Source: an optimization exercise on an open RTL-to-GDS flow (aim: small area and a short achievable clock period). Production flows keep margins and buffers that such runs may drop.
The RTL was checked by simulation tests, not by an equivalence proof against the original design.
Power is estimated from default activity; no workload was simulated.

==> design.v <==
module timer
#(
    parameter ADDR_WIDTH    = 32   ,
    parameter DATA_WIDTH    = 32
)
(
    input                    clk               ,
    input                    rstn              ,
    output logic             slave_rdy         ,
    output logic  [3:0]      timer_int         ,
    input [ADDR_WIDTH-1:0]   raddr             ,
    input                    re                ,
    output logic  [DATA_WIDTH-1:0]   rdata             ,
    input [DATA_WIDTH/8-1:0] rsel              ,
    input [ADDR_WIDTH-1:0]   waddr             ,
    input                    we                ,
    input [DATA_WIDTH-1:0]   wdata             ,
    input [DATA_WIDTH/8-1:0] wsel
);
logic [3:0][31:0] lc;
logic [3:0][31:0] cnt;
logic [3:0]       lcv;
logic [3:0]       cv;
logic [3:0][2:0]  ctrl;
logic [3:0]       en_d;
logic [3:0]       expf;
logic [3:0]       zq;     
logic [3:0]       lcz;    
logic [3:0]       raw;
logic             re_d1;
logic             we_d1;
wire [5:0] widx = waddr[7:2];
wire [5:0] ridx = raddr[7:2];
logic [3:0] wr_lc, wr_ctrl;
assign wr_lc[0]   = we & (widx == 6'd0);
assign wr_ctrl[0] = we & (widx == 6'd2);
assign wr_lc[1]   = we & (widx == 6'd5);
assign wr_ctrl[1] = we & (widx == 6'd7);
assign wr_lc[2]   = we & (widx == 6'd10);
assign wr_ctrl[2] = we & (widx == 6'd12);
assign wr_lc[3]   = we & (widx == 6'd15);
assign wr_ctrl[3] = we & (widx == 6'd17);
logic [3:0] clr;
wire clr_all = re & (ridx == 6'd41);
assign clr[0] = re & (ridx == 6'd3);
assign clr[1] = re & (ridx == 6'd8);
assign clr[2] = re & (ridx == 6'd13);
assign clr[3] = re & (ridx == 6'd18);
logic [3:0] ist;
assign ist[0] = raw[0] & ~ctrl[0][2];
assign ist[1] = raw[1] & ~ctrl[1][2];
assign ist[2] = raw[2] & ~ctrl[2][2];
assign ist[3] = raw[3] & ~ctrl[3][2];
assign timer_int = ist;
wire wz = (wdata == 32'd0);
genvar n;
generate
for (n = 0; n < 4; n = n + 1) begin : tm
  wire en   = ctrl[n][0];
  wire mode = ctrl[n][1];
  wire load = (en & ~en_d[n]) | zq[n];
  wire zq_next = load ? (mode & (~lcv[n] | lcz[n]))
                      : (en & cv[n] & (cnt[n] == 32'd1));
  wire [31:0] c = cnt[n];
  wire [7:0] g;
  for (genvar j = 0; j < 8; j = j + 1) begin : grp
    assign g[j] = ~|c[4*j+3:4*j];
  end
  wire [7:0] gz;
  assign gz[0] = 1'b1;
  assign gz[1] = g[0];
  assign gz[2] = g[0] & g[1];
  assign gz[3] = gz[2] & g[2];
  assign gz[4] = gz[2] & g[2] & g[3];
  assign gz[5] = gz[4] & g[4];
  assign gz[6] = gz[4] & g[4] & g[5];
  assign gz[7] = gz[6] & g[6];
  wire [31:0] z;
  for (genvar j = 0; j < 8; j = j + 1) begin : bor
    assign z[4*j]   = gz[j];
    assign z[4*j+1] = gz[j] & ~c[4*j];
    assign z[4*j+2] = gz[j] & ~c[4*j] & ~c[4*j+1];
    assign z[4*j+3] = gz[j] & ~c[4*j] & ~c[4*j+1] & ~c[4*j+2];
  end
  wire [31:0] b = z & {32{en}};
  wire sel_lc = load & mode & lcv[n];
  wire one    = load & ~mode;
  always @(posedge clk) begin
    if (wr_lc[n]) begin
      lc[n]  <= wdata;
      lcz[n] <= wz;
    end
    cnt[n] <= (lc[n] & {32{sel_lc}}) | {32{one}} | ({32{~load}} & (c ^ b));
    en_d[n] <= en;
    expf[n] <= zq[n];
  end
  always @(posedge clk or negedge rstn) begin
    if (!rstn) zq[n] <= 1'b0;
    else       zq[n] <= zq_next;
  end
  always @(posedge clk or negedge rstn) begin
    if (!rstn) begin
      lcv[n]  <= 1'b0;
      cv[n]   <= 1'b0;
      ctrl[n] <= 3'b0;
      raw[n]  <= 1'b0;
    end else begin
      if (wr_lc[n]) lcv[n] <= 1'b1;
      if (load) cv[n] <= 1'b1;
      if (wr_ctrl[n]) ctrl[n] <= wdata[2:0];
      if (!en) raw[n] <= 1'b0;
      else if (expf[n]) raw[n] <= 1'b1;
      else if (clr[n] | clr_all) raw[n] <= 1'b0;
    end
  end
end
endgenerate
wire [5:0] i = ridx;
wire [3:0] s_lc, s_cnt, s_ctrl, s_is;
assign s_lc[0]   = ~i[4] & ~i[3] & ~i[2] & ~i[1] & ~i[0];    
assign s_cnt[0]  = ~i[4] & ~i[3] & ~i[2] & ~i[1] &  i[0];    
assign s_ctrl[0] = ~i[4] & ~i[3] & ~i[2] &  i[1] & ~i[0];    
assign s_is[0]   = ~i[3] &  i[2] & ~i[1] & ~i[0];            
assign s_lc[1]   = ~i[3] &  i[2] & ~i[1] &  i[0];            
assign s_cnt[1]  = ~i[3] &  i[2] &  i[1] & ~i[0];            
assign s_ctrl[1] = ~i[3] &  i[2] &  i[1] &  i[0];            
assign s_is[1]   = ~i[5] &  i[3] & ~i[2] & ~i[1] &  i[0];    
assign s_lc[2]   = ~i[5] &  i[3] & ~i[2] &  i[1] & ~i[0];    
assign s_cnt[2]  =  i[3] & ~i[2] &  i[1] &  i[0];            
assign s_ctrl[2] =  i[3] &  i[2] & ~i[1] & ~i[0];            
assign s_is[2]   =  i[3] &  i[2] &  i[1] & ~i[0];            
assign s_lc[3]   =  i[3] &  i[2] &  i[1] &  i[0];            
assign s_cnt[3]  =  i[4] & ~i[1] & ~i[0];                    
assign s_ctrl[3] =  i[4] & ~i[1] &  i[0];                    
assign s_is[3]   =  i[4] &  i[1] &  i[0];                    
wire   s_ti      =  i[5] & ~i[1] & ~i[0];                    
wire   s_raw     =  i[5] &  i[1];                            
wire [3:0] g_lc  = s_lc & lcv;
wire [3:0] g_cnt = s_cnt & cv;
wire       ones  = |(s_cnt & ~cv);
logic [31:0] rd_next;
always @(*) begin
  rd_next = {32{ones}};
  for (int k = 0; k < 4; k = k + 1)
    rd_next = rd_next | (lc[k] & {32{g_lc[k]}}) | (cnt[k] & {32{g_cnt[k]}})
            | {29'b0, ctrl[k] & {3{s_ctrl[k]}}} | {31'b0, ist[k] & s_is[k]};
  rd_next[3:0] = rd_next[3:0] | (ist & {4{s_ti}}) | (raw & {4{s_raw}});
end
always @(posedge clk) rdata <= rd_next;
always @(posedge clk or negedge rstn) begin
  if (!rstn) begin
    re_d1 <= 1'b0;
    we_d1 <= 1'b0;
  end else begin
    re_d1 <= re;
    we_d1 <= we;
  end
end
assign slave_rdy = ~((re & ~re_d1) | (we & ~we_d1));
endmodule
==> flow/run.sh <==
#!/bin/bash
# Standard ORFS layout (the standard.sh) with these changes:
#  - port buffers start as buf_1 (repair_timing upsizes the critical ones);
#  - DONT_USE_CELLS is the platform's list plus the slow wide OR/NOR/AND/NAND
#    gates and the delay cells (flow/dont_use.txt), so synthesis maps to
#    faster gates and the resizer does not size port buffers into delay cells.
HERE=$(pwd)
DU=$(tr '\n' ' ' < "$HERE/flow/dont_use.txt")
bash standard.sh "BUFFER_PORTS_ARGS=-buffer_cell sky130_fd_sc_hd__buf_1" \
  "DONT_USE_CELLS=$DU" finish > standard.log 2>&1
==> flow/dont_use.txt <==
sky130_fd_sc_hd__probe_p_8
sky130_fd_sc_hd__probec_p_8
sky130_fd_sc_hd__lpflow_bleeder_1
sky130_fd_sc_hd__lpflow_clkbufkapwr_1
sky130_fd_sc_hd__lpflow_clkbufkapwr_16
sky130_fd_sc_hd__lpflow_clkbufkapwr_2
sky130_fd_sc_hd__lpflow_clkbufkapwr_4
sky130_fd_sc_hd__lpflow_clkbufkapwr_8
sky130_fd_sc_hd__lpflow_clkinvkapwr_1
sky130_fd_sc_hd__lpflow_clkinvkapwr_16
sky130_fd_sc_hd__lpflow_clkinvkapwr_2
sky130_fd_sc_hd__lpflow_clkinvkapwr_4
sky130_fd_sc_hd__lpflow_clkinvkapwr_8
sky130_fd_sc_hd__lpflow_decapkapwr_12
sky130_fd_sc_hd__lpflow_decapkapwr_3
sky130_fd_sc_hd__lpflow_decapkapwr_4
sky130_fd_sc_hd__lpflow_decapkapwr_6
sky130_fd_sc_hd__lpflow_decapkapwr_8
sky130_fd_sc_hd__lpflow_inputiso0n_1
sky130_fd_sc_hd__lpflow_inputiso0p_1
sky130_fd_sc_hd__lpflow_inputiso1n_1
sky130_fd_sc_hd__lpflow_inputiso1p_1
sky130_fd_sc_hd__lpflow_inputisolatch_1
sky130_fd_sc_hd__lpflow_isobufsrc_1
sky130_fd_sc_hd__lpflow_isobufsrc_16
sky130_fd_sc_hd__lpflow_isobufsrc_2
sky130_fd_sc_hd__lpflow_isobufsrc_4
sky130_fd_sc_hd__lpflow_isobufsrc_8
sky130_fd_sc_hd__lpflow_isobufsrckapwr_16
sky130_fd_sc_hd__lpflow_lsbuf_lh_hl_isowell_tap_1
sky130_fd_sc_hd__lpflow_lsbuf_lh_hl_isowell_tap_2
sky130_fd_sc_hd__lpflow_lsbuf_lh_hl_isowell_tap_4
sky130_fd_sc_hd__lpflow_lsbuf_lh_isowell_4
sky130_fd_sc_hd__lpflow_lsbuf_lh_isowell_tap_1
sky130_fd_sc_hd__lpflow_lsbuf_lh_isowell_tap_2
sky130_fd_sc_hd__lpflow_lsbuf_lh_isowell_tap_4
sky130_fd_sc_hd__and4_1
sky130_fd_sc_hd__and4_2
sky130_fd_sc_hd__and4_4
sky130_fd_sc_hd__and4b_1
sky130_fd_sc_hd__and4b_2
sky130_fd_sc_hd__and4b_4
sky130_fd_sc_hd__and4bb_1
sky130_fd_sc_hd__and4bb_2
sky130_fd_sc_hd__and4bb_4
sky130_fd_sc_hd__clkdlybuf4s15_1
sky130_fd_sc_hd__clkdlybuf4s15_2
sky130_fd_sc_hd__clkdlybuf4s18_1
sky130_fd_sc_hd__clkdlybuf4s18_2
sky130_fd_sc_hd__clkdlybuf4s25_1
sky130_fd_sc_hd__clkdlybuf4s25_2
sky130_fd_sc_hd__clkdlybuf4s50_1
sky130_fd_sc_hd__clkdlybuf4s50_2
sky130_fd_sc_hd__dlygate4sd1_1
sky130_fd_sc_hd__dlygate4sd2_1
sky130_fd_sc_hd__dlygate4sd3_1
sky130_fd_sc_hd__dlymetal6s2s_1
sky130_fd_sc_hd__dlymetal6s4s_1
sky130_fd_sc_hd__dlymetal6s6s_1
sky130_fd_sc_hd__nand4_1
sky130_fd_sc_hd__nand4_2
sky130_fd_sc_hd__nand4_4
sky130_fd_sc_hd__nand4b_1
sky130_fd_sc_hd__nand4b_2
sky130_fd_sc_hd__nand4b_4
sky130_fd_sc_hd__nand4bb_1
sky130_fd_sc_hd__nand4bb_2
sky130_fd_sc_hd__nand4bb_4
sky130_fd_sc_hd__nor3_1
sky130_fd_sc_hd__nor3_2
sky130_fd_sc_hd__nor3_4
sky130_fd_sc_hd__nor3b_1
sky130_fd_sc_hd__nor3b_2
sky130_fd_sc_hd__nor3b_4
sky130_fd_sc_hd__nor4_1
sky130_fd_sc_hd__nor4_2
sky130_fd_sc_hd__nor4_4
sky130_fd_sc_hd__nor4b_1
sky130_fd_sc_hd__nor4b_2
sky130_fd_sc_hd__nor4b_4
sky130_fd_sc_hd__nor4bb_1
sky130_fd_sc_hd__nor4bb_2
sky130_fd_sc_hd__nor4bb_4
sky130_fd_sc_hd__or3_1
sky130_fd_sc_hd__or3_2
sky130_fd_sc_hd__or3_4
sky130_fd_sc_hd__or3b_1
sky130_fd_sc_hd__or3b_2
sky130_fd_sc_hd__or3b_4
sky130_fd_sc_hd__or4_1
sky130_fd_sc_hd__or4_2
sky130_fd_sc_hd__or4_4
sky130_fd_sc_hd__or4b_1
sky130_fd_sc_hd__or4b_2
sky130_fd_sc_hd__or4b_4
sky130_fd_sc_hd__or4bb_1
sky130_fd_sc_hd__or4bb_2
sky130_fd_sc_hd__or4bb_4
==> standard.sh <==
#!/bin/bash
# synth_recipe.tcl (not shown) runs the flow's synth.tcl, then flattens the netlist and writes it again
# the make line also repeats each setting of config.mk as NAME=value (left out here)
make -C /OpenROAD-flow-scripts/flow DESIGN_CONFIG=/design/flow/config.mk WORK_HOME=/design/flow/orfs CLKGATE_MAP_FILE= SYNTH_SCRIPT=/design/flow/synth_recipe.tcl "${@:-finish}"
==> config.mk <==
export PLATFORM = sky130hd
export DESIGN_NAME = timer
export DESIGN_NICKNAME = timer
export VERILOG_FILES = /design/flow/design.v
export SDC_FILE = /design/flow/constraint.sdc
export NUM_CORES = 4
export LEC_CHECK = 0
export ABC_CLOCK_PERIOD_IN_PS = 2000
export CAP_MARGIN = 20
export CORE_MARGIN = 2
export CORE_UTILIZATION = 65
export CTS_BUF_LIST = sky130_fd_sc_hd__clkbuf_16
export CTS_CLUSTER_DIAMETER = 80
export CTS_CLUSTER_SIZE = 24
export SETUP_SLACK_MARGIN = 1.7
export SLEW_MARGIN = 20
==> constraint.sdc <==
create_clock -name core_clock -period 4.0 [get_ports {clk}]
set_input_delay 0.8000 -clock core_clock [delete_from_list [all_inputs] [get_ports {clk}]]
set_output_delay 0.8000 -clock core_clock [all_outputs]
set_load 0.01 [all_outputs]
==> notes.md, run 1 <==
- CP Buf/Inv Count: 3
- Most Frequent Cell on Critical Path: buf_2
- Internal: 5.47 mW
- Core Region: 23300 µm²
- Cells after Synth: 1603
- Leakage: 6.37 nW
- DR vias: 12900
- Top routing layer used: met4
- Clk Latency, worst-skew pair: 520 ps
- Syn nets: 1715
- F_max: 0.443 GHz
- Number of global-route vias before repair: 12100
- CP endpoint kind: register
- CTS tree: built
- CP Data Arrival Time: 2590 ps
- Post-placement cell count: 1929
- Post-synthesis sequential area ratio: 0.525
- Number of CTS-inserted buffers: 17
- 1st-pass router iterations: 6
- Synth warnings: 1
- Drt total wl: 47700 µm
- Width of the chip: 158 µm
- Routed length on met1: 19400 µm
- Crit-path cells: buf_2 > buf_2 > nor2b_1 > nand3b_1 > buf_4 > o21ai_0 > a221oi_1 > nand3_1
- Final core utilization: 0.702
- Share of power burned in registers: 0.576
- Remaining antenna violation count: 0
- DP Area: 15900 µm²
- Power per standard cell area: 493 nW/µm²
- # setup viols final: 0
- Slowest CP cell: a221oi_1
- Worst IR Drop VDD: 0.000446 V
- DRC: 0
- Required @ worst endpoint: 4330 ps
- Worst Clk Skew: 23.7 ps
- Htree depth: 1
- Die area: 24900 µm²
- Setup Total Neg Slack: 0 ps
- Post-DR wirelength/cell: 24.3 µm
- Routability cong.: 0.939
- Post-synth EDFFs: 132
- Synthesized flop and latch total: 330
- CP startpoint kind: input port
- Global-route wire length before repair: 71100 µm
- Final Total Pwr: 8.08 mW
- Post-CTS Hold Fix Bufs: 0
- Switching share of total power: 0.323
- Largest net degree at the start of global routing: 43
- Status: finished clean
- Comb power frac: 0.194
- CTS root buf: clkbuf_16
- GRT overflow: 0
- Layout Nets: 1743
- Unrepaired setup endpoints after global routing: yes
- Distinct cells, synth: 59
- GRT Util Overall: 0.382
- Max incr delay on CP: 360 ps
- Hold Crit Class: input port to async pin
- Row cnt: 56
- Sw Pwr: 2.61 mW
- Clock network power share: 0.231
- Die height: 158 µm
- Crit-path max FO: 29
- DR iter-0 viols: 1924
- Maximum clock path buffer count: 3
- Worst-Margin Slew: 1080 ps
- Share of cells above drive strength 1: 0.0683
- Cell area after layout: 16400 µm²
- DR vias/cell: 6.60
- Critical path class: input port to register
- Worst-path clk slew: 90 ps
- Prevailing post-synth register cell: dfxtp_1
- Clock sink count: 330
- Initial antenna violation count: 0
- Met2 WL: 20800 µm
- Fin crit share: 0.565
- Routed wl met3: 6020 µm
- Delay-heaviest family, CP: buffers and inverters
- Asr flop ratio synth: 0.0909
- Mapped cell area: 15400 µm²
- IO Pins: 145
- Max-cap violations: 0
- Starting density of the core: 0.660
- Non-filler cells, final: 1960
- IO buf count: 84
- Layout area overhead: 6.50%
- N_diodes: 0
- Slew Limit Fails: 0
- Tmin final: 2260 ps
- Average size of a mapped cell: 9.60 µm²
- Slew HR: 0.282
- Detailed Place HPWL: 32800 µm
- Fin. Hold Viols: 0
-- power by group through the flow --
stage / Sequential (mW) / Combinational, mW / Clock (mW)
finish: 4.65 / 1.57 / 1.86
global route: 4.71 / 1.72 / 1.98
CTS: 4.62 / 1.53 / 1.86
detailed placement: 4.69 / 1.52 / 0
global placement: 4.68 / 1.47 / 0
floorplan: 4.51 / 1.10 / 0
-- cells by family after synthesis --
| family | after synthesis | synth area share |
|---|---|---|
| compound gates | 352 | 0.158 |
| buf+inv | 136 | 0.0389 |
| mux | 12 | 0.00870 |
| flops | 330 | 0.525 |
| fa+ha+maj | 4 | 0.00325 |
| xor+xnor | 85 | 0.0484 |
| simple gates | 684 | 0.218 |
-- worst paths after layout --
path                             startpoint             endpoint  depth (start not counted)  slack, ps
setup / recovery                   raddr[3]    rdata[31]$_DFF_P_                          8       1740
hold / removal                         rstn   lcv[2]$_DFFE_PN0P_                          1        360
setup reg to reg           cnt[104]$_DFF_P_     cnt[116]$_DFF_P_                          6       1750
hold reg to reg             zq[1]$_DFF_PN0_      expf[1]$_DFF_P_                          0        460
max in group asynchronous              rstn  ctrl[0]$_DFFE_PN0P_                          1       3030
min in group core_clock                  we      we_d1$_DFF_PN0_                          1        420
-- routing by layer --
layer  vias to the layer above  GRT usage
met4                         0      0.122
met5                         -          0
met3                       123     0.0906
li1                       5820          -
met1                      6176      0.548
met2                       811      0.576
-- cells in the final DEF (no fill, tap or decap), types with 5 or more instances in the layout --
cell type,count
a2111o_1,16
a21oi_1,67
a221oi_1,19
a22o_1,14
a22oi_1,44
a31oi_1,63
a32oi_1,25
and2_1,24
and3_1,107
and3_2,8
and3b_1,9
buf_1,88
buf_2,14
buf_4,6
clkbuf_16,17
dfrtp_1,26
dfxtp_1,168
edfxtp_1,132
inv_1,37
mux2_2,11
nand2_1,206
nand2b_1,10
nand3_1,84
nand3b_1,23
nor2_1,146
nor2b_1,29
o21a_1,7
o21ai_0,53
o31a_1,5
o31ai_1,6
or2_2,17
xnor2_1,35
xor2_1,50
-- sequential cells by signal (all words and copies together), names as in the netlist, 12 cells and up --
signal	flops
cnt	128
rdata	32
lc	128
ctrl	12
-- cell usage after synthesis (all sizes together), types with 2 or more instances --
master	count	area, µm²
dfrtp	30	751
clkbuf	72	272
nand2b	10	62.6
a31oi	63	394
o31ai	6	45.0
a211oi	2	15.0
a21o	4	30.0
a311oi	3	26.3
xor2	50	438
o31a	5	43.8
a2111oi	2	23.8
dfxtp	168	3360
nor2b	32	210
and2	29	184
a2111o	16	180
mux2	11	124
edfxtp	132	3960
nand3b	23	173
nand2	207	780
xnor2	35	307
o2111ai	3	26.3
a22o	14	123
and3	118	743
a22oi	44	330
nor2	151	567
o21a	7	52.6
a222oi	4	40.0
inv	27	101
ha	4	50.1
o211ai	4	30.0
nand3	84	420
a21oi	71	355
or2	18	113
buf	37	226
a221oi	19	166
a32oi	25	219
o21ai	53	265
and3b	11	96.3
-- cell type report --
| cell class | count | area, µm² |
|---|---|---|
| repair buffers | 118 | 537 |
| clock buffers | 17 | 425 |
| well taps | 319 | 399 |
| multi-input cells | 1137 | 6800 |
| inverters | 27 | 101 |
| clock inverters | 12 | 45.0 |
| fillers | 1842 | 6940 |
| flip-flops and latches | 330 | 8080 |
-- worst register-to-register path: cells and delay by family, from the launching register on --
family	cells	cell delay, ps
AND/OR/NAND/NOR	4	1380
AO/OA/AOI/OAI	2	390
flip-flops	1	360
-- per-stage QoR --
| stage | hold WS, ps | worst slack (ps) |
|---|---|---|
| 4_1_cts | 374 | 1700 |
| 5_1_grt | 409 | 1680 |
| 6_report | 364 | 1740 |
| 2_1_floorplan | 370 | 1420 |
| 3_5_place_dp | 415 | 870 |
| 3_3_place_gp | 415 | 876 |
-- what timing repair did --
action | 4_1_cts | 5_1_grt
pin swaps | 0 | 4
setup endpoints to repair | 81 | 72
buffers inserted | 0 | 2
gates cloned | 0 | 0
resized for setup | 18 | 11
==> inputs of run 2 (changes only) <==
--- a/config.mk
+++ b/config.mk
@@ -12,5 +12,5 @@
 export CTS_BUF_LIST = sky130_fd_sc_hd__clkbuf_16
 export CTS_CLUSTER_DIAMETER = 80
 export CTS_CLUSTER_SIZE = 24
-export SETUP_SLACK_MARGIN = 1.7
+export SETUP_SLACK_MARGIN = 1.9
 export SLEW_MARGIN = 20
==> notes.md, run 2 <==
- DR vias: 13300 (+3.1%)
- Worst Clk Skew: 20.0 ps (-3.67 ps)
- Number of global-route vias before repair: 12200 (+1.2%)
- Setup Total Neg Slack: 0 ps (unchanged)
- Remaining antenna violation count: 0 (unchanged)
- # setup viols final: 0 (unchanged)
- Mapped cell area: 15400 µm² (unchanged)
- DRC: 0 (unchanged)
- Synth warnings: 1 (unchanged)
- Die area: 24900 µm² (unchanged)
- Final Hold Slack: 390 ps (+26.5 ps)
- DP Area: 15900 µm² (+0.28%)
- Commonest non-fill, non-tap cell in the layout: nand2_1
- Post-synth top cells: nand2_1, dfxtp_1, nor2_1, edfxtp_1, and3_1
- Critical path class: input port to register
- F_max: 0.463 GHz (+4.6%)
- Leakage: 6.52 nW (+2.3%)
- Area share of the largest cell type after synthesis: 0.258 (unchanged)
- Post-CTS Hold Fix Bufs: 0 (unchanged)
- Required @ worst endpoint: 4370 ps (+40 ps)
- CTS root buf: clkbuf_16
- IO Pins: 145 (unchanged)
- Worst-Margin Slew: 1090 ps (+9.63 ps)
- Die height: 158 µm (unchanged)
- Synthesized flop and latch total: 330 (unchanged)
- DR iter-0 viols: 1880 (-2.3%)
- Average size of a mapped cell: 9.60 µm² (unchanged)
- Crit-path max FO: 16 (-45%)
- Met2 usage: 0.594 (+0.0178)
- Gr busiest metal: met2
- Worst-path clk slew: 100 ps (about the same)
- Top-count cell post-synth: nand2_1
- Fin crit share: 0.540 (-0.0248)
- Status: finished clean
- Clock sink count: 330 (unchanged)
- GRT Util Overall: 0.392 (+0.00942)
- Largest registers: cnt: 128 flops, lc: 128 flops, rdata: 32 flops
- Synth area leaders: edfxtp_1, dfxtp_1, nand2_1, dfrtp_1, and3_1
- Hold Crit Class: input port to async pin
- Unrepaired setup endpoints after global routing: yes
- Non-filler cells, final: 1988 (+1.4%)
- Pre-CTS setup slack: 871 ps (+0.748 ps)
- Final core utilization: 0.718 (+0.0153)
- Area leader, netlist: edfxtp_1
- Core Region: 23300 µm² (unchanged)
- CTS tree: built
- Post-placement cell count: 1933 (+0.21%)
- Max-cap violations: 0 (unchanged)
- Distinct cells, synth: 59 (unchanged)
- Final Total Pwr: 8.11 mW (+0.45%)
- Initial antenna violation count: 2 (+2)
- Cell area after layout: 16700 µm² (+2.2%)
- Starting density of the core: 0.660 (unchanged)
- Post-DR wirelength/cell: 25.0 µm (+2.9%)
- Fin. Hold Viols: 0 (unchanged)
- Power per standard cell area: 485 nW/µm² (-1.7%)
- Met3 Usage GRT: 0.106 (+0.0159)
- Cells after Synth: 1603 (unchanged)
- Share of cells above drive strength 1: 0.0971 (+0.0289)
- Number of CTS-inserted buffers: 17 (unchanged)
- CP endpoint kind: register
- Drt total wl: 49700 µm (+4.4%)
- CP Data Arrival Time: 2530 ps (-60 ps)
- Clk Latency, worst-skew pair: 520 ps (about the same)
- R2r setup slk: 1970 ps (+220 ps)
- Most frequent cells in the layout: nand2_1, dfxtp_1, nor2_1, edfxtp_1, and3_1
- IO buf count: 84 (unchanged)
- Largest net degree at the start of global routing: 54 (+26%)
- Maximum clock path buffer count: 3 (unchanged)
- Layout area overhead: 8.81%
- Post-synth EDFFs: 132 (unchanged)
- Asr flop ratio synth: 0.0909 (unchanged)
- Slew HR: 0.276 (-0.00642)
- Worst IR Drop VDD: 0.000525 V (+18%)
- Layout Nets: 1770 (+1.5%)
- CP startpoint kind: input port
- GRT overflow: 0 (unchanged)
- 1st-pass router iterations: 9 (+3)
- Tmin final: 2160 ps (-99.3 ps)
- Row cnt: 56 (unchanged)
- Htree depth: 1 (unchanged)
- Detailed Place HPWL: 33000 µm (+0.55%)
- Slew Limit Fails: 0 (unchanged)
- Syn nets: 1715 (unchanged)
- Width of the chip: 158 µm (unchanged)
- Prevailing post-synth register cell: dfxtp_1
- Final setup margin: 1840 ps (+99.3 ps)
- Global-route wire length before repair: 72700 µm (+2.3%)
- # fillers: 1794 (-2.6%)
- Routability cong.: 0.935 (-0.38%)
- Post-synthesis sequential area ratio: 0.525 (unchanged)
- DR vias/cell: 6.70 (+1.6%)
- GRT met1 Usage: 0.542 (-0.00581)
[run 2: cell families (layout without fill, tap and decap cells)]
family / after synthesis / after routing / share of synthesized area
flip-flops: 330 / 330 / 0.525
multiplexers: 12 / 12 / 0.00870
adder cells (fa/ha/maj): 4 / 4 / 0.00325
buffers and inverters: 136 / 199 / 0.0389
AO/OA/AOI/OAI: 352 / 352 / 0.158
AND/OR/NAND/NOR: 684 / 686 / 0.218
other: 0 / 1 / 0
XOR/XNOR: 85 / 85 / 0.0484
[run 2: worst paths after layout]
| check | from | end | depth (start not counted) |
|---|---|---|---|
| max | raddr[3] | rdata[12]$_DFF_P_ | 8 |
| min in group core_clock | zq[0]$_DFF_PN0_ | expf[0]$_DFF_P_ | 0 |
| max in group asynchronous | rstn | ctrl[0]$_DFFE_PN0P_ | 1 |
| min | rstn | lcv[1]$_DFFE_PN0P_ | 1 |
| min reg2reg | zq[0]$_DFF_PN0_ | expf[0]$_DFF_P_ | 0 |
| max reg2reg | cnt[104]$_DFF_P_ | cnt[122]$_DFF_P_ | 6 |
[run 2: where the power goes]
part           internal, mW  total (mW)  switching [mW]
logic                 0.666        1.65           0.982
registers              4.04        4.62           0.573
clock network         0.782        1.85            1.07
total                  5.49        8.11            2.62
[run 2: routing by layer]
layer | vias up | routed length, µm
li1 | 5896 | -
met1 | 6342 | 19300
met2 | 941 | 21900
met3 | 147 | 6650
met4 | 0 | 1910
met5 | - | 0
[run 2: layout make-up]
class | instances | area, µm² | area share
clock inverters | 12 | 45.0 | 0.00269
repair buffers | 143 | 748 | 0.0447
diodes | 1 | 2.50 | 0.000149
clock buffers | 17 | 425 | 0.0254
multi-input cells | 1139 | 6940 | 0.414
inverters | 27 | 101 | 0.00605
well taps | 319 | 399 | 0.0238
flip-flops and latches | 330 | 8090 | 0.483
[run 2: worst max-delay path, stage by stage]
cell      delay [ps]
buf_2            160
buf_6            160
nor2b_2          200
and3_4           280
buf_1            140
a22oi_2          240
nand2_1          100
a2111o_1         430
[run 2: repair_timing]
action / in CTS / in global routing
pin swaps: 5 / 7
buffers inserted: 4 / 17
gates resized for setup: 39 / 38
endpoints found under the setup margin: 132 / 159
cloned: 1 / 2
==> inputs of run 3 (changes only) <==
--- a/config.mk
+++ b/config.mk
@@ -12,5 +12,5 @@
 export CTS_BUF_LIST = sky130_fd_sc_hd__clkbuf_16
 export CTS_CLUSTER_DIAMETER = 80
 export CTS_CLUSTER_SIZE = 24
-export SETUP_SLACK_MARGIN = 1.9
+export SETUP_SLACK_MARGIN = 2.1
 export SLEW_MARGIN = 20
==> notes.md, run 3 <==
- Status: finished clean
- Sw Pwr: 2.74 mW (+4.5%)
- N_diodes: 0 (-1)
- Most frequent cells in the layout: nand2_1, dfxtp_1, nor2_1, edfxtp_1, buf_1
- Average size of a mapped cell: 9.60 µm² (unchanged)
- DR vias/cell: 6.56 (-2.2%)
- Row cnt: 56 (unchanged)
- Unrepaired setup endpoints after global routing: yes
- F_max: 0.485 GHz (+4.8%)
- Syn nets: 1715 (unchanged)
- Remaining antenna violation count: 0 (unchanged)
- Area leader, netlist: edfxtp_1
- # setup viols final: 0 (unchanged)
- Distinct cells, synth: 59 (unchanged)
- Non-filler cells, final: 2061 (+3.7%)
- Routability cong.: 1.01 (+7.9%)
- Post-synth EDFFs: 132 (unchanged)
- Htree depth: 1 (unchanged)
- CP startpoint kind: register
- Core Region: 23300 µm² (unchanged)
- IO Pins: 145 (unchanged)
- # fillers: 1644 (-8.4%)
- Met3 Usage GRT: 0.0887 (-0.0178)
- CP Buf/Inv Count: 1 (-2)
- CP endpoint kind: primary output
- Drt total wl: 51200 µm (+3.0%)
- Largest net degree at the start of global routing: 45 (-17%)
- Global-route wire length before repair: 73100 µm (+0.63%)
- Worst IR Drop VDD: 0.000464 V (-12%)
- Area share of the largest cell type after synthesis: 0.258 (unchanged)
- Fin. Hold Viols: 0 (unchanged)
- GRT overflow: 0 (unchanged)
- Mapped cell area: 15400 µm² (unchanged)
- Worst Clk Skew: 21.0 ps (+0.956 ps)
- CTS tree: built
- Synth area leaders: edfxtp_1, dfxtp_1, nand2_1, dfrtp_1, and3_1
- DR vias: 13500 (+1.4%)
- Post-DR wirelength/cell: 24.9 µm (-0.67%)
- Detailed Place HPWL: 33400 µm (+1.4%)
- Tmin final: 2060 ps (-99.7 ps)
- Clk Latency, worst-skew pair: 530 ps (about the same)
- Gr busiest metal: met1
- Crit-path max FO: 3 (-13)
- Number of cells on the worst reg-to-reg path: 6 (unchanged)
- Width of the chip: 158 µm (unchanged)
- GRT Util Overall: 0.395 (+0.00314)
- Slew HR: 0.407 (+0.131)
- Internal: 5.66 mW (+3.1%)
- CP Data Arrival Time: 1260 ps (-1270 ps)
- DR iter-0 viols: 1949 (+3.7%)
- Max incr delay on CP: 410 ps (-20 ps)
- Starting density of the core: 0.660 (unchanged)
- Worst-path clk slew: 90 ps (about the same)
- Number of CTS-inserted buffers: 18 (+1)
- Setup Total Neg Slack: 0 ps (unchanged)
- Clock network power share: 0.239 (+0.011)
- Required @ worst endpoint: 3200 ps (-1170 ps)
- Top-count cell post-synth: nand2_1
- Slowest CP cell: dfrtp_1
- Prevailing post-synth register cell: dfxtp_1
- GRT met1 Usage: 0.608 (+0.0664)
- Critical R2R Capture: rdata[8]$_DFF_P_
- DRC: 0 (unchanged)
- Share of cells above drive strength 1: 0.160 (+0.0625)
- Layout area overhead: 16.1%
- Commonest non-fill, non-tap cell in the layout: nand2_1
- Die height: 158 µm (unchanged)
- Crit-path cells: nor2b_4 > buf_6
- Layout Nets: 1842 (+4.1%)
- R2r setup slk: 2070 ps (+100 ps)
- Post-CTS Hold Fix Bufs: 0 (unchanged)
- Post-synthesis sequential area ratio: 0.525 (unchanged)
- Delay-heaviest family, CP: flip-flops
- Switching share of total power: 0.326 (+0.00295)
- Met2 usage: 0.562 (-0.0319)
- Clock sink count: 330 (unchanged)
- Post-synth top cells: nand2_1, dfxtp_1, nor2_1, edfxtp_1, and3_1
- Die area: 24900 µm² (unchanged)
- Comb power frac: 0.203 (about the same)
- Hold Crit Class: input port to async pin
- Fin crit share: 0.515 (-0.0249)
- Largest registers: cnt: 128 flops, lc: 128 flops, rdata: 32 flops
- 1st-pass router iterations: 6 (-3)
- Post-placement cell count: 1930 (-0.16%)
- Asr flop ratio synth: 0.0909 (unchanged)
- Worst Setup SP: raw[0]$_DFFE_PN0P_
- Final Total Pwr: 8.40 mW (+3.5%)
- Leakage: 6.94 nW (+6.5%)
- Worst r2r src: lcv[2]$_DFFE_PN0P_
- Synth warnings: 1 (unchanged)
- Max-cap violations: 0 (unchanged)
- Initial antenna violation count: 1 (-1)
- Number of global-route vias before repair: 12000 (-1.9%)
- Share of power burned in registers: 0.557 (-0.012)
- Critical path class: register to primary output
- Synthesized flop and latch total: 330 (unchanged)
- Power per standard cell area: 470 nW/µm² (-2.9%)
- IO buf count: 84 (unchanged)
- Cells after Synth: 1603 (unchanged)
- Maximum clock path buffer count: 3 (unchanged)
- Slew Limit Fails: 0 (unchanged)
- CTS root buf: clkbuf_16
- Worst-Margin Slew: 890 ps (-196 ps)
## run 3: final cells by class
cell class / count / area, µm² / area share
flip-flops and latches: 330 / 8090 / 0.453
clock buffers: 19 / 475 / 0.0266
multi-input cells: 1141 / 7440 / 0.417
well taps: 319 / 399 / 0.0223
repair buffers: 212 / 1280 / 0.0717
inverters: 27 / 101 / 0.00567
clock inverters: 13 / 71.3 / 0.00399
## run 3: power by group through the flow
stage	clock [mW]	combinational (mW)	sequential [mW]
finish	2.01	1.71	4.68
global route	2.12	1.85	4.75
floorplan	0	1.12	4.53
global placement	0	1.48	4.69
detailed placement	0	1.51	4.71
CTS	2.02	1.59	4.64
## run 3: per-stage QoR
stage / setup WS, ps / utilization / hold WS [ps] / cell area, µm²
CTS: 1950 / 0.739 / 393 / 17300
finish: 1940 / 0.766 / 374 / 17900
floorplan: 1870 / - / 370 / 15900
detailed placement: 988 / 0.690 / 400 / 16100
global route: 1900 / 0.766 / 391 / 17900
global placement: 982 / 0.690 / 397 / 16100
## run 3: cells by family after synthesis
family / count (synthesis) / synth area share
adders and majority gates: 4 / 0.00325
muxes: 12 / 0.00870
and+or+nand+nor: 684 / 0.218
buffers and inverters: 136 / 0.0389
xor gates and xnor gates: 85 / 0.0484
DFF: 330 / 0.525
AOI/OAI and AO/OA: 352 / 0.158
## run 3: layer usage
layer  share of wire  vias up
met1            0.40     6405
li1                -     6040
met2            0.42      933
met4           0.034        0
met5               0        -
met3            0.14      132
## run 3: timing repair
item                       4_1_cts  5_1_grt
gates cloned                     6        4
gates resized for setup         98       75
pin swaps                       36       31
buffers inserted                45       44
setup endpoints to repair      245      104
## run 3: how the worst max path moves through the flow
stage / end / slack [ps] / depth (start not counted)
finish: timer_int[0] / 1940 / 2
detailed placement: rdata[16]$_DFF_P_ / 990 / 7
global placement: rdata[16]$_DFF_P_ / 980 / 7
global route: timer_int[2] / 1900 / 2
CTS: timer_int[2] / 1950 / 2
floorplan: lc[0]$_DFFE_PP_ / 1870 / 4
==> inputs of run 4 (changes only) <==
--- a/design.v
+++ b/design.v
@@ -47,10 +47,6 @@
 assign clr[2] = re & (ridx == 6'd13);
 assign clr[3] = re & (ridx == 6'd18);
 logic [3:0] ist;
-assign ist[0] = raw[0] & ~ctrl[0][2];
-assign ist[1] = raw[1] & ~ctrl[1][2];
-assign ist[2] = raw[2] & ~ctrl[2][2];
-assign ist[3] = raw[3] & ~ctrl[3][2];
 assign timer_int = ist;
 wire wz = (wdata == 32'd0);
 genvar n;
@@ -83,6 +79,8 @@
     assign z[4*j+3] = gz[j] & ~c[4*j] & ~c[4*j+1] & ~c[4*j+2];
   end
   wire [31:0] b = z & {32{en}};
+  wire raw_next  = en & (expf[n] | (raw[n] & ~(clr[n] | clr_all)));
+  wire mask_next = wr_ctrl[n] ? wdata[2] : ctrl[n][2];
   wire sel_lc = load & mode & lcv[n];
   wire one    = load & ~mode;
   always @(posedge clk) begin
@@ -104,13 +102,13 @@
       cv[n]   <= 1'b0;
       ctrl[n] <= 3'b0;
       raw[n]  <= 1'b0;
+      ist[n]  <= 1'b0;
     end else begin
       if (wr_lc[n]) lcv[n] <= 1'b1;
       if (load) cv[n] <= 1'b1;
       if (wr_ctrl[n]) ctrl[n] <= wdata[2:0];
-      if (!en) raw[n] <= 1'b0;
-      else if (expf[n]) raw[n] <= 1'b1;
-      else if (clr[n] | clr_all) raw[n] <= 1'b0;
+      raw[n] <= raw_next;
+      ist[n] <= raw_next & ~mask_next;
     end
   end
 end
--- a/flow/dont_use.txt
+++ b/flow/dont_use.txt
@@ -96,3 +96,9 @@
 sky130_fd_sc_hd__or4bb_1
 sky130_fd_sc_hd__or4bb_2
 sky130_fd_sc_hd__or4bb_4
+sky130_fd_sc_hd__fa_1
+sky130_fd_sc_hd__fa_2
+sky130_fd_sc_hd__fa_4
+sky130_fd_sc_hd__ha_1
+sky130_fd_sc_hd__ha_2
+sky130_fd_sc_hd__ha_4
--- a/config.mk
+++ b/config.mk
@@ -12,5 +12,5 @@
 export CTS_BUF_LIST = sky130_fd_sc_hd__clkbuf_16
 export CTS_CLUSTER_DIAMETER = 80
 export CTS_CLUSTER_SIZE = 24
-export SETUP_SLACK_MARGIN = 2.1
+export SETUP_SLACK_MARGIN = 1.9
 export SLEW_MARGIN = 20
==> notes.md, run 4 <==
- Commonest non-fill, non-tap cell in the layout: nand2_1
- Mapped cell area: 15700 µm² (+1.8%)
- CTS root buf: clkbuf_16
- # setup viols final: 0 (unchanged)
- 1st-pass router iterations: 9 (+3)
- Asr flop ratio synth: 0.102 (+0.0109)
- Power per standard cell area: 503 nW/µm² (+6.9%)
- Unrepaired setup endpoints after global routing: no
- Pre-CTS setup slack: 935 ps (-53.1 ps)
- Final core utilization: 0.724 (-0.0412)
- Crit-path max FO: 32 (+29)
- Global-route wire length before repair: 77200 µm (+5.6%)
- Fin. Hold Viols: 0 (unchanged)
- Worst Clk Skew: 23.5 ps (+2.52 ps)
- Slew HR: 0.271 (-0.136)
- Setup Total Neg Slack: 0 ps (unchanged)
- Starting density of the core: 0.665 (+0.00570)
- Worst r2r src: ctrl[10]$_DFFE_PN0P_
- Average size of a mapped cell: 9.68 µm² (+0.83%)
- N_diodes: 0 (unchanged)
- Hold Crit Class: input port to async pin
- Remaining antenna violation count: 0 (unchanged)
- Area share of the largest cell type after synthesis: 0.253 (-0.00448)
- CTS tree: built
- Post-synth top cells: nand2_1, dfxtp_1, nor2_1, edfxtp_1, and3_1
- DR vias: 13500 (-0.22%)
- Synth warnings: 1 (unchanged)
- Htree depth: 1 (unchanged)
- IO buf count: 84 (unchanged)
- Final Hold Slack: 347 ps (-27.5 ps)
- CP endpoint kind: register
- Post-placement cell count: 1945 (+0.78%)
- IO Pins: 145 (unchanged)
- Post-DR wirelength/cell: 26.1 µm (+5.0%)
- Distinct cells, synth: 66 (+12%)
- Critical path class: input port to register
- Detailed Place HPWL: 35400 µm (+5.9%)
- Routability cong.: 0.966 (-4.3%)
- Area leader, netlist: edfxtp_1
- Critical R2R Capture: cnt[99]$_DFF_P_
- DR vias/cell: 6.77 (+3.3%)
- Post-synthesis sequential area ratio: 0.522 (-0.00275)
- Initial antenna violation count: 1 (unchanged)
- Required @ worst endpoint: 4370 ps (+1170 ps)
- Worst-Margin Slew: 1090 ps (+203 ps)
- Tmin final: 2130 ps (+69.0 ps)
- Status: finished clean
- Largest registers: cnt: 128 flops, lc: 128 flops, rdata: 32 flops
- Core Region: 23500 µm² (+0.90%)
- Worst Setup SP: raddr[4]
- Post-CTS Hold Fix Bufs: 0 (unchanged)
- Syn nets: 1726 (+0.64%)
- Leakage: 6.64 nW (-4.4%)
- Row cnt: 56 (unchanged)
- Layout Nets: 1767 (-4.1%)
- Synth area leaders: edfxtp_1, dfxtp_1, dfrtp_1, nand2_1, and3_1
- GRT Util Overall: 0.402 (+0.00719)
- DRC: 0 (unchanged)
- Number of global-route vias before repair: 12400 (+3.8%)
- Top-count cell post-synth: nand2_1
- Cell area after layout: 17100 µm² (-4.5%)
- Share of cells above drive strength 1: 0.104 (-0.0561)
- # fillers: 1851 (+13%)
- Number of CTS-inserted buffers: 18 (unchanged)
- F_max: 0.470 GHz (-3.2%)
- Cells after Synth: 1618 (+0.94%)
- CP Data Arrival Time: 2500 ps (+1240 ps)
- Final Total Pwr: 8.57 mW (+2.0%)
- Most frequent cells in the layout: nand2_1, dfxtp_1, nor2_1, edfxtp_1, and3_1
- Clk Latency, worst-skew pair: 540 ps (about the same)
- Largest net degree at the start of global routing: 46 (+2.2%)
- Layout area overhead: 8.87%
- Slew Limit Fails: 0 (unchanged)
- Fin crit share: 0.532 (+0.0172)
- CP startpoint kind: input port
- Die height: 159 µm (+0.86%)
- Synthesized flop and latch total: 334 (+1.2%)
- Final setup margin: 1870 ps (-69.0 ps)
- Worst IR Drop VDD: 0.000462 V (-0.32%)
- Post-synth EDFFs: 132 (unchanged)
- Clock sink count: 334 (+1.2%)
- Worst-path clk slew: 90 ps (about the same)
- GRT overflow: 0 (unchanged)
- Non-filler cells, final: 1990 (-3.4%)
- R2r setup slk: 1950 ps (-120 ps)
- Max-cap violations: 0 (unchanged)
- Die area: 25400 µm² (+1.7%)
- DP Area: 16100 µm² (-0.10%)
- Prevailing post-synth register cell: dfxtp_1
- Drt total wl: 51900 µm (+1.4%)
- Maximum clock path buffer count: 3 (unchanged)
- DR iter-0 viols: 2068 (+6.1%)
- Width of the chip: 159 µm (+0.86%)
- Number of cells on the worst reg-to-reg path: 3 (-3)
## run 4: cell count changes after synthesis, moves of 10 or more
cell / delta
o21ai_0: -15
a2111o_1: -16
nand3_1: +25
a222oi_1: +15
a22oi_1: -22
xor2_1: -10
## run 4: cells by family after synthesis
| logic type | after synthesis | synth area share |
|---|---|---|
| simple gates | 709 | 0.231 |
| xor+xnor | 78 | 0.0436 |
| compound gates | 341 | 0.152 |
| flops | 334 | 0.522 |
| buf+inv | 143 | 0.0419 |
| mux | 13 | 0.00935 |
## run 4: report_power, final
group | internal [mW] | leakage, nW | total (mW) | switching [mW]
clock | 0.920 | 0.312 | 2.05 | 1.13
sequential | 4.12 | 3.00 | 4.84 | 0.723
combinational | 0.696 | 3.33 | 1.68 | 0.985
## run 4: final cells by class
class / instances / area, µm² / area share
flip-flops and latches: 334 / 8180 / 0.480
multi-input cells: 1143 / 7150 / 0.419
repair buffers: 132 / 647 / 0.0379
clock buffers: 20 / 500 / 0.0293
well taps: 319 / 399 / 0.0234
inverters: 30 / 113 / 0.00660
clock inverters: 12 / 60.1 / 0.00352
## run 4: critical path, stage by stage
cell and delay (ps):
buf_1 200, buf_2 250, nor2_1 70, and3_1 190
buf_6 220, a22o_1 240, a221oi_2 310, nand3_2 200
## run 4: timing repair
item | CTS | global route
setup endpoints to repair | 199 | 170
gates cloned | 2 | 0
pin swaps | 2 | 3
resized for setup | 46 | 37
setup buffers | 3 | 8
## run 4: worst max-delay path by stage
stage	endpoint	slack, ps	cells after the start
after floorplan	rdata[14]$_DFF_P_	1830	9
final	rdata[13]$_DFF_P_	1870	8
after global routing	rdata[12]$_DFF_P_	1910	6
after global placement	rdata[20]$_DFF_P_	930	7
after detailed placement	rdata[20]$_DFF_P_	940	7
after CTS	rdata[1]$_DFF_P_	1880	8
## run 4: layer usage
metal  global-route usage  wire (µm)
met1                0.595      20900
met4                0.132       1690
met3                0.119       7830
met2                0.569      21500
met5                    0         11
==> inputs of run 5 (changes only) <==
--- a/config.mk
+++ b/config.mk
@@ -8,9 +8,9 @@
 export ABC_CLOCK_PERIOD_IN_PS = 2000
 export CAP_MARGIN = 20
 export CORE_MARGIN = 2
-export CORE_UTILIZATION = 65
+export CORE_UTILIZATION = 80
 export CTS_BUF_LIST = sky130_fd_sc_hd__clkbuf_16
 export CTS_CLUSTER_DIAMETER = 80
 export CTS_CLUSTER_SIZE = 24
-export SETUP_SLACK_MARGIN = 1.9
+export SETUP_SLACK_MARGIN = 2.0
 export SLEW_MARGIN = 20
==> notes.md, run 5 <==
- # setup viols final: 0 (unchanged)
- GRT overflow: 0 (unchanged)
- Starting density of the core: 0.810 (+0.145)
- Comb power frac: 0.213 (+0.017)
- Post-DR wirelength/cell: 28.5 µm (+9.0%)
- Detailed Place HPWL: 33300 µm (-5.9%)
- Unrepaired setup endpoints after global routing: yes
- Synthesized flop and latch total: 334 (unchanged)
- # fillers: 974 (-47%)
- Area share of the largest cell type after synthesis: 0.253 (unchanged)
- Leakage: 6.64 nW (about the same)
- DR vias: 14800 (+9.8%)
- Average size of a mapped cell: 9.68 µm² (unchanged)
- Layout area overhead: 8.90% (about the same)
- Switching share of total power: 0.342 (+0.0108)
- Most frequent cells in the layout: nand2_1, dfxtp_1, nor2_1, edfxtp_1
- Max incr delay on CP: 320 ps (about the same)
- Worst-Margin Slew: 1020 ps (-74.8 ps)
- Remaining antenna violation count: 0 (unchanged)
- Layout Nets: 1780 (+0.74%)
- Status: finished clean
- Slowest CP cell: nand3_1
- Crit-path max FO: 10 (-69%)
- Worst Clk Skew: 20.3 ps (-3.26 ps)
- Number of global-route vias before repair: 14000 (+13%)
- Clk Latency, worst-skew pair: 530 ps (about the same)
- Clock sink count: 334 (unchanged)
- Hold Crit Class: input port to async pin
- Register area: 8190 µm² (about the same)
- Final Hold Slack: 392 ps (+45.4 ps)
- F_max: 0.479 GHz (+2.0%)
- Prevailing post-synth register cell: dfxtp_1
- CP Data Arrival Time: 2390 ps (-110 ps)
- Die area: 20700 µm² (-18%)
- Multi-input logic area: 7180 µm² (+0.38%)
- CTS root buf: clkbuf_16
- CP endpoint kind: register
- Internal: 5.60 mW (-2.2%)
- Post-synthesis sequential area ratio: 0.522 (unchanged)
- Number of CTS-inserted buffers: 17 (-1)
- DRC: 0 (unchanged)
- Non-filler cells, final: 1952 (-1.9%)
- Mapped cell area: 15700 µm² (unchanged)
- Routability cong.: 0.962 (-0.40%)
- Htree depth: 1 (unchanged)
- Slew Limit Fails: 0 (unchanged)
- Synth area leaders: edfxtp_1, dfxtp_1, dfrtp_1, nand2_1, and3_1
- Worst-path clk slew: 100 ps (about the same)
- Syn nets: 1726 (unchanged)
- Row cnt: 51 (-8.9%)
- Initial antenna violation count: 7 (+6)
- Largest net degree at the start of global routing: 46 (unchanged)
- Width of the chip: 144 µm (-9.6%)
- Fin. Hold Viols: 0 (unchanged)
- Clock network power share: 0.221 (-0.019)
- DR vias/cell: 7.58 (+12%)
- Sw Pwr: 2.92 mW (+2.6%)
- Power per standard cell area: 500 nW/µm² (-0.64%)
- Maximum clock path buffer count: 3 (unchanged)
- Commonest non-fill, non-tap cell in the layout: nand2_1
- Synth warnings: 1 (unchanged)
- Global-route wire length before repair: 79000 µm (+2.3%)
- Drt total wl: 55500 µm (+7.0%)
- Max-cap violations: 0 (unchanged)
- Number of cells on the worst reg-to-reg path: 5 (+2)
- Share of cells above drive strength 1: 0.113 (+0.00943)
- CP Buf/Inv Count: 2 (-1)
- Post-synth EDFFs: 132 (unchanged)
- Critical path class: input port to register
- Post-placement cell count: 1885 (-3.1%)
- CTS tree: built
- Slew HR: 0.321 (+0.0499)
- Tmin final: 2090 ps (-42.2 ps)
- Worst r2r src: lcv[1]$_DFFE_PN0P_
- DR iter-0 viols: 2885 (+40%)
- Worst IR Drop VDD: 0.000495 V (+7.1%)
- Cells after Synth: 1618 (unchanged)
- Top-count cell post-synth: nand2_1
- IO Pins: 145 (unchanged)
- Distinct cells, synth: 66 (unchanged)
- DP Area: 16100 µm² (-0.18%)
- Required @ worst endpoint: 4300 ps (-70 ps)
- CP startpoint kind: input port
- Worst Setup SP: raddr[5]
- Share of power burned in registers: 0.567 (+0.003)
- GRT Util Overall: 0.515 (+0.113)
- IO buf count: 84 (unchanged)
- Fin crit share: 0.522 (-0.0105)
- Core Region: 19300 µm² (-18%)
- Setup Total Neg Slack: 0 ps (unchanged)
- Post-CTS Hold Fix Bufs: 0 (unchanged)
- Asr flop ratio synth: 0.102 (unchanged)
- Die height: 144 µm (-9.6%)
- Stages on worst setup path: 7 (-1)
- 1st-pass router iterations: 8 (-1)
- Largest registers: cnt: 128 flops, lc: 128 flops, rdata: 32 flops
- Final Total Pwr: 8.52 mW (-0.62%)
- Crit-path cells: clkbuf_4 > nor2_1 > and3_4 > clkbuf_2 > a22o_1 > a221oi_2 > nand3_1
- Post-synth top cells: nand2_1, dfxtp_1, nor2_1, edfxtp_1, and3_1
- Cell area after layout: 17100 µm² (about the same)
- Area leader, netlist: edfxtp_1
- Delay-heaviest family, CP: simple AND/OR/NAND/NOR gates
## run 5: timing repair
| item | in CTS | in global routing |
|---|---|---|
| cloned | 1 | 3 |
| setup endpoints to repair | 248 | 123 |
| pin swaps | 4 | 9 |
| resized for setup | 53 | 36 |
| buffers inserted | 11 | 18 |
## run 5: worst paths after layout
check / end / slack, ps
max reg2reg: rdata[3]$_DFF_P_ / 1970
min in group core_clock: we_d1$_DFF_PN0_ / 440
max in group asynchronous: ctrl[9]$_DFFE_PN0P_ / 2970
min: ctrl[7]$_DFFE_PN0P_ / 390
min reg2reg: expf[0]$_DFF_P_ / 450
max: rdata[13]$_DFF_P_ / 1910
## run 5: final cells by class
class / instances / area share
flip-flops and latches: 334 / 0.480
repair buffers: 144 / 0.0449
inverters: 30 / 0.00660
clock inverters: 12 / 0.00264
multi-input cells: 1145 / 0.421
clock buffers: 17 / 0.0249
diodes: 5 / 0.000734
well taps: 265 / 0.0194
## run 5: cell families (layout without fill, tap and decap cells)
logic type / count (synthesis) / in the layout / share of synthesized area
AND/OR/NAND/NOR: 709 / 713 / 0.231
AO/OA/AOI/OAI: 341 / 341 / 0.152
flip-flops: 334 / 334 / 0.522
buffers and inverters: 143 / 203 / 0.0419
XOR/XNOR: 78 / 78 / 0.0436
multiplexers: 13 / 13 / 0.00935
other: 0 / 5 / 0
## run 5: per-layer routing
layer	vias up	routed length [µm]	global-route usage
met4	0	4740	0.351
met3	511	9680	0.179
met5	-	0	0
li1	5961	-	-
met2	1542	23700	0.772
met1	6781	17400	0.629
## run 5: power groups by stage
stage / Combinational (mW) / Sequential, mW / Clock [mW]
2_1_floorplan: 1.17 / 4.63 / 0
3_3_place_gp: 1.54 / 4.79 / 0
3_5_place_dp: 1.61 / 4.82 / 0
4_1_cts: 1.67 / 4.76 / 1.83
5_1_grt: 1.91 / 4.87 / 1.95
6_report: 1.81 / 4.83 / 1.88
## run 5: per-stage QoR
stage               utilization  setup slack [ps]
floorplan                     -              1830
global placement          0.831               966
detailed placement        0.831               961
CTS                       0.867              1990
global route              0.882              1890
finish                    0.882              1910
==> inputs of run 6 (changes only) <==
--- a/config.mk
+++ b/config.mk
@@ -8,9 +8,10 @@
 export ABC_CLOCK_PERIOD_IN_PS = 2000
 export CAP_MARGIN = 20
 export CORE_MARGIN = 2
-export CORE_UTILIZATION = 80
+export CORE_UTILIZATION = 65
 export CTS_BUF_LIST = sky130_fd_sc_hd__clkbuf_16
 export CTS_CLUSTER_DIAMETER = 80
 export CTS_CLUSTER_SIZE = 24
 export SETUP_SLACK_MARGIN = 2.0
 export SLEW_MARGIN = 20
+export TNS_END_PERCENT = 5
==> notes.md, run 6 <==
- Status: finished clean
- Pre-CTS setup slack: 767 ps (-194 ps)
- Asr flop ratio synth: 0.102 (unchanged)
- CP startpoint kind: input port
- Initial antenna violation count: 0 (-7)
- GRT overflow: 0 (unchanged)
- Remaining antenna violation count: 0 (unchanged)
- DR vias/cell: 6.71 (-12%)
- CTS root buf: clkbuf_16
- Global-route wire length before repair: 74900 µm (-5.2%)
- Required @ worst endpoint: 4320 ps (+20 ps)
- CP endpoint kind: register
- Most frequent cells in the layout: nand2_1, dfxtp_1, nor2_1, edfxtp_1, nand3_1
- Worst-path clk slew: 100 ps (about the same)
- Register area: 8190 µm² (unchanged)
- Share of cells above drive strength 1: 0.0904 (-0.0225)
- Number of global-route vias before repair: 12600 (-10%)
- Worst-Margin Slew: 1160 ps (+141 ps)
- Routability cong.: 0.961 (-0.10%)
- Slew Limit Fails: 0 (unchanged)
- Clk Latency, worst-skew pair: 520 ps (about the same)
- # fillers: 1895 (+95%)
- Leakage: 6.56 nW (-1.1%)
- Power per standard cell area: 495 nW/µm² (-0.94%)
- Post-synth EDFFs: 132 (unchanged)
- Largest net degree at the start of global routing: 46 (unchanged)
- Worst IR Drop VDD: 0.000482 V (-2.7%)
- Tmin final: 2140 ps (+53.2 ps)
- Row cnt: 56 (+9.8%)
- Unrepaired setup endpoints after global routing: yes
- Crit-path max FO: 14 (+4)
- Top-count cell post-synth: nand2_1
- Worst Clk Skew: 21.6 ps (+1.33 ps)
- # setup viols final: 0 (unchanged)
- Cells after Synth: 1618 (unchanged)
- DRC: 0 (unchanged)
- Commonest non-fill, non-tap cell in the layout: nand2_1
- Starting density of the core: 0.665 (-0.145)
- Setup Total Neg Slack: 0 ps (unchanged)
- Stages on worst setup path: 7 (unchanged)
- GRT Util Overall: 0.385 (-0.130)
- Layout area overhead: 7.34%
- N_diodes: 0 (-5)
- Distinct cells, synth: 66 (unchanged)
- DR vias: 13400 (-9.3%)
- Post-synthesis sequential area ratio: 0.522 (unchanged)
- Layout Nets: 1779 (-0.056%)
- Width of the chip: 159 µm (+11%)
- 1st-pass router iterations: 8 (unchanged)
- Slowest CP cell: a221oi_1
- Final setup margin: 1860 ps (-53.2 ps)
- IO Pins: 145 (unchanged)
- CTS tree: built
- Slew HR: 0.227 (-0.0938)
- Synthesized flop and latch total: 334 (unchanged)
- DR iter-0 viols: 1935 (-33%)
- Syn nets: 1726 (unchanged)
- Die height: 159 µm (+11%)
- F_max: 0.467 GHz (-2.5%)
- Most Frequent Cell on Critical Path: buf_4
- Htree depth: 1 (unchanged)
- Fin. Hold Viols: 0 (unchanged)
- Mapped cell area: 15700 µm² (unchanged)
- Detailed Place HPWL: 33900 µm (+1.7%)
- Post-synth top cells: nand2_1, dfxtp_1, nor2_1, edfxtp_1, and3_1
- Hold Crit Class: input port to async pin
- Multi-input logic area: 6960 µm² (-3.0%)
- Largest registers: cnt: 128 flops, lc: 128 flops, rdata: 32 flops
- Number of CTS-inserted buffers: 17 (unchanged)
- Final Hold Slack: 392 ps (-0.310 ps)
- Maximum clock path buffer count: 3 (unchanged)
- IO buf count: 84 (unchanged)
- Synth area leaders: edfxtp_1, dfxtp_1, dfrtp_1, nand2_1, and3_1
- Area share of the largest cell type after synthesis: 0.253 (unchanged)
- CP Buf/Inv Count: 3 (+1)
- Average size of a mapped cell: 9.68 µm² (unchanged)
- Prevailing post-synth register cell: dfxtp_1
- Die area: 25400 µm² (+22%)
- Core Region: 23500 µm² (+22%)
- Critical path class: input port to register
- Delay-heaviest family, CP: simple AND/OR/NAND/NOR gates
- Synth warnings: 1 (unchanged)
- CP Data Arrival Time: 2460 ps (+70 ps)
- Clock sink count: 334 (unchanged)
- Fin crit share: 0.535 (+0.0133)
- Post-DR wirelength/cell: 24.9 µm (-13%)
- Crit-path cells: buf_2 > buf_4 > and2_1 > and3_1 > buf_4 > a221oi_1 > nand3_1
- Max incr delay on CP: 410 ps (+90 ps)
- Number of cells on the worst reg-to-reg path: 6 (+1)
- Drt total wl: 49800 µm (-10%)
- Area leader, netlist: edfxtp_1
- Max-cap violations: 0 (unchanged)
==> run 6: cell counts after synthesis <==
No cell type changed its count.
==> run 6: worst paths after layout <==
kind	start	endpoint	slack, ps
worst max-delay path	raddr[3]	rdata[13]$_DFF_P_	1860
min in group core_clock	we	we_d1$_DFF_PN0_	430
max in group asynchronous	rstn	ctrl[0]$_DFFE_PN0P_	2970
worst min-delay path	rstn	ctrl[1]$_DFFE_PN0P_	390
worst max register to register	cnt[68]$_DFF_P_	cnt[88]$_DFF_P_	1880
worst min register to register	zq[0]$_DFF_PN0_	expf[0]$_DFF_P_	440
==> run 6: layout make-up <==
cell class,count,share of cell area
tap,319,0.0237
clock inverter,12,0.00268
multi-input combinational,1141,0.414
clock buffer,17,0.0253
inverter,30,0.00670
timing repair buffer,147,0.0406
sequential,334,0.487
==> run 6: kinds of logic (layout without fill, tap and decap cells) <==
| logic type | after synthesis | in the layout | share of synthesized area |
|---|---|---|---|
| buffers and inverters | 143 | 206 | 0.0419 |
| AND/OR/NAND/NOR | 709 | 709 | 0.231 |
| multiplexers | 13 | 13 | 0.00935 |
| AO/OA/AOI/OAI | 341 | 341 | 0.152 |
| flip-flops | 334 | 334 | 0.522 |
| XOR/XNOR | 78 | 78 | 0.0436 |
==> run 6: layer usage <==
metal / GRT usage / share of wire / up-vias
met1: 0.547 / 0.40 / 6474
met2: 0.586 / 0.44 / 826
met5: 0 / 0 / -
met4: 0.154 / 0.044 / 0
met3: 0.0774 / 0.12 / 161
li1: - / - / 5954
==> run 6: through the flow <==
stage,area [µm²],utilization,std cells,power [mW]
floorplan,15700,-,1618,5.78
global placement,16100,0.682,1943,6.35
detailed placement,16100,0.683,1945,6.42
CTS,16600,0.707,1977,8.23
global route,16800,0.714,2000,8.65
finish,16800,0.714,2000,8.32
==> run 6: power breakdown <==
group | total (mW) | leakage (nW) | internal, mW | switching (mW)
clock network | 1.87 | 0.270 | 0.782 | 1.08
logic | 1.68 | 3.30 | 0.689 | 0.990
registers | 4.78 | 2.99 | 4.12 | 0.659
==> run 6: what timing repair did <==
| item | 4_1_cts | 5_1_grt |
|---|---|---|
| setup buffers | 3 | 23 |
| gates cloned | 0 | 0 |
| hold endpoints to repair | 0 | 0 |
| pin swaps | 2 | 3 |
| resized for setup | 32 | 22 |
| endpoints found under the setup margin | 212 | 215 |
| hold buffers | 0 | 0 |
==> inputs of run 7 (changes only) <==
--- a/config.mk
+++ b/config.mk
@@ -14,4 +14,3 @@
 export CTS_CLUSTER_SIZE = 24
 export SETUP_SLACK_MARGIN = 2.0
 export SLEW_MARGIN = 20
-export TNS_END_PERCENT = 5
==> notes.md, run 7 <==
- Fin. Hold Viols: 0 (unchanged)
- R2r setup slk: 2010 ps (+130 ps)
- Drt total wl: 52300 µm (+5.1%)
- Width of the chip: 159 µm (unchanged)
- Multi-input logic area: 7180 µm² (+3.1%)
- Delay-heaviest family, CP: simple AND/OR/NAND/NOR gates
- Xor/xnor share of the synthesized area: 0.0436 (unchanged)
- GRT overflow: 0 (unchanged)
- Layout Nets: 1783 (+0.22%)
- GRT Util Overall: 0.399 (+0.0132)
- Maximum clock path buffer count: 3 (unchanged)
- IO Pins: 145 (unchanged)
- Die height: 159 µm (unchanged)
- N_diodes: 0 (unchanged)
- Clk Latency, worst-skew pair: 520 ps (about the same)
- Post-synthesis mux area share: 0.00935 (unchanged)
- Largest family of logic cells by synthesized area: simple AND/OR/NAND/NOR gates
- DRC: 0 (unchanged)
- Top-count cell post-synth: nand2_1
- Remaining antenna violation count: 0 (unchanged)
- Slew HR: 0.330 (+0.103)
- Largest net degree at the start of global routing: 46 (unchanged)
- Adder-cell area share of the yosys netlist: 0 (unchanged)
- Routability cong.: 0.912 (-5.1%)
- Initial antenna violation count: 4 (+4)
- Unrepaired setup endpoints after global routing: yes
- Htree depth: 1 (unchanged)
- Crit-path max FO: 31 (+17)
- Global-route wire length before repair: 76400 µm (+2.0%)
- Status: finished clean
- Area leader, netlist: edfxtp_1
- Max-cap violations: 0 (unchanged)
- Critical path class: input port to register
- Final core utilization: 0.732 (+0.0180)
- Area share of the largest cell type after synthesis: 0.253 (unchanged)
- Final Total Pwr: 8.59 mW (+3.2%)
- Slew Limit Fails: 0 (unchanged)
- # fillers: 1807 (-4.6%)
- Compound-Gate Fraction of Synth Area: 0.152 (unchanged)
- Distinct cells, synth: 66 (unchanged)
- Max incr delay on CP: 390 ps (-20 ps)
- DR vias: 13500 (+0.92%)
- Synth area leaders: edfxtp_1, dfxtp_1, dfrtp_1, nand2_1, and3_1
- Core Region: 23500 µm² (unchanged)
- Average size of a mapped cell: 9.68 µm² (unchanged)
- IO buf count: 84 (unchanged)
- Row cnt: 56 (unchanged)
- Most frequent cells in the layout: nand2_1, dfxtp_1, nor2_1, edfxtp_1, and3_1
- Mapped cell area: 15700 µm² (unchanged)
- Power per standard cell area: 498 nW/µm² (+0.68%)
- # setup viols final: 0 (unchanged)
- CP Buf/Inv Count: 2 (-1)
- Hold Crit Class: input port to async pin
- CP endpoint kind: register
- Syn nets: 1726 (unchanged)
- Setup Total Neg Slack: 0 ps (unchanged)
- Post-DR wirelength/cell: 26.1 µm (+4.8%)
- Synth warnings: 1 (unchanged)
- Cell area after layout: 17200 µm² (+2.5%)
- CP Data Arrival Time: 2360 ps (-100 ps)
- Share of cells above drive strength 1: 0.116 (+0.0252)
- Number of global-route vias before repair: 12400 (-1.8%)
- Slowest CP cell: and3b_4
- Synthesized flop and latch total: 334 (unchanged)
- Post-synthesis sequential area ratio: 0.522 (unchanged)
- Die area: 25400 µm² (unchanged)
- Starting density of the core: 0.665 (unchanged)
- Prevailing post-synth register cell: dfxtp_1
- DR iter-0 viols: 2140 (+11%)
- Post-synth top cells: nand2_1, dfxtp_1, nor2_1, edfxtp_1, and3_1
- F_max: 0.490 GHz (+4.8%)
- Fin crit share: 0.511 (-0.0246)
- DP Area: 16100 µm² (+0.37%)
- Detailed Place HPWL: 34000 µm (+0.45%)
- Required @ worst endpoint: 4320 ps (about the same)
- Synth Area in Simple Gates: 0.231 (unchanged)
- 1st-pass router iterations: 7 (-1)
- Asr flop ratio synth: 0.102 (unchanged)
- Leakage: 6.73 nW (+2.5%)
- Register area: 8180 µm² (about the same)
- Post-synth EDFFs: 132 (unchanged)
- Worst-path clk slew: 90 ps (about the same)
- Largest registers: cnt: 128 flops, lc: 128 flops, rdata: 32 flops
- Layout area overhead: 10.0%
- Clock sink count: 334 (unchanged)
- Cells after Synth: 1618 (unchanged)
- CP startpoint kind: input port
- DR vias/cell: 6.75 (+0.62%)
- Worst IR Drop VDD: 0.000482 V (about the same)
- Number of CTS-inserted buffers: 18 (+1)
- Tmin final: 2040 ps (-98.2 ps)
- Crit-path cells: buf_4 > buf_6 > and3b_4 > a32o_1 > a221oi_1 > nand3_1
- CTS root buf: clkbuf_16
- CTS tree: built
- Worst Clk Skew: 23.5 ps (+1.90 ps)
- Worst-Margin Slew: 1010 ps (-154 ps)
- Commonest non-fill, non-tap cell in the layout: nand2_1
[run 7: where the power goes]
| group | internal, mW | leakage, nW | total [mW] | switching, mW |
|---|---|---|---|---|
| combinational | 0.701 | 3.42 | 1.74 | 1.04 |
| clock | 0.945 | 0.313 | 2.07 | 1.12 |
| sequential | 4.12 | 3.00 | 4.78 | 0.667 |
[run 7: per-stage QoR]
step,std cells,setup slack (ps),hold WS [ps]
2_1_floorplan,1618,1830,342
3_3_place_gp,1938,839,397
3_5_place_dp,1938,810,402
4_1_cts,1980,1920,410
5_1_grt,2006,1960,442
6_report,2006,1960,429
[run 7: routing by layer]
| layer | vias up | share of wire | global-route usage |
|---|---|---|---|
| met3 | 150 | 0.15 | 0.119 |
| met2 | 996 | 0.43 | 0.602 |
| li1 | 5970 | - | - |
| met1 | 6419 | 0.38 | 0.552 |
| met5 | - | 0.00046 | 0 |
| met4 | 4 | 0.036 | 0.138 |
[run 7: worst paths after layout]
check                                 endpoint  depth (start not counted)                start
hold / removal             ctrl[1]$_DFFE_PN0P_                          1                 rstn
hold reg to reg                expf[1]$_DFF_P_                          0      zq[1]$_DFF_PN0_
setup reg to reg              cnt[105]$_DFF_P_                          6  ctrl[9]$_DFFE_PN0P_
setup / recovery              rdata[9]$_DFF_P_                          6             raddr[3]
max in group asynchronous  ctrl[3]$_DFFE_PN0P_                          1                 rstn
min in group core_clock        we_d1$_DFF_PN0_                          1                   we
[run 7: kinds of logic (layout without fill, tap and decap cells)]
logic type      after synthesis  in the layout
compound gates              341            341
xor+xnor                     78             78
buf+inv                     143            209
flops                       334            334
mux                          13             13
simple gates                709            712
[run 7: what timing repair did]
item,in CTS,in global routing
hold buffers,0,0
gates resized for setup,56,35
gates cloned,2,1
setup buffers,8,25
endpoints found under the setup margin,225,128
pin swaps,4,12
[run 7: layout make-up]
| type | instances | area share |
|---|---|---|
| timing repair buffer | 147 | 0.0463 |
| multi-input combinational | 1144 | 0.416 |
| clock buffer | 19 | 0.0276 |
| sequential | 334 | 0.475 |
| tap | 319 | 0.0232 |
| inverter | 30 | 0.00653 |
| clock inverter | 13 | 0.00523 |

Setup slack of run 7, layout unchanged: 1.957 ns with ideal ports, 1.956 ns with driving cells assumed (clock clkbuf_16, inputs buf_2), 1.400 ns with port delays also shifted by the 0.563 ns mid clock arrival.
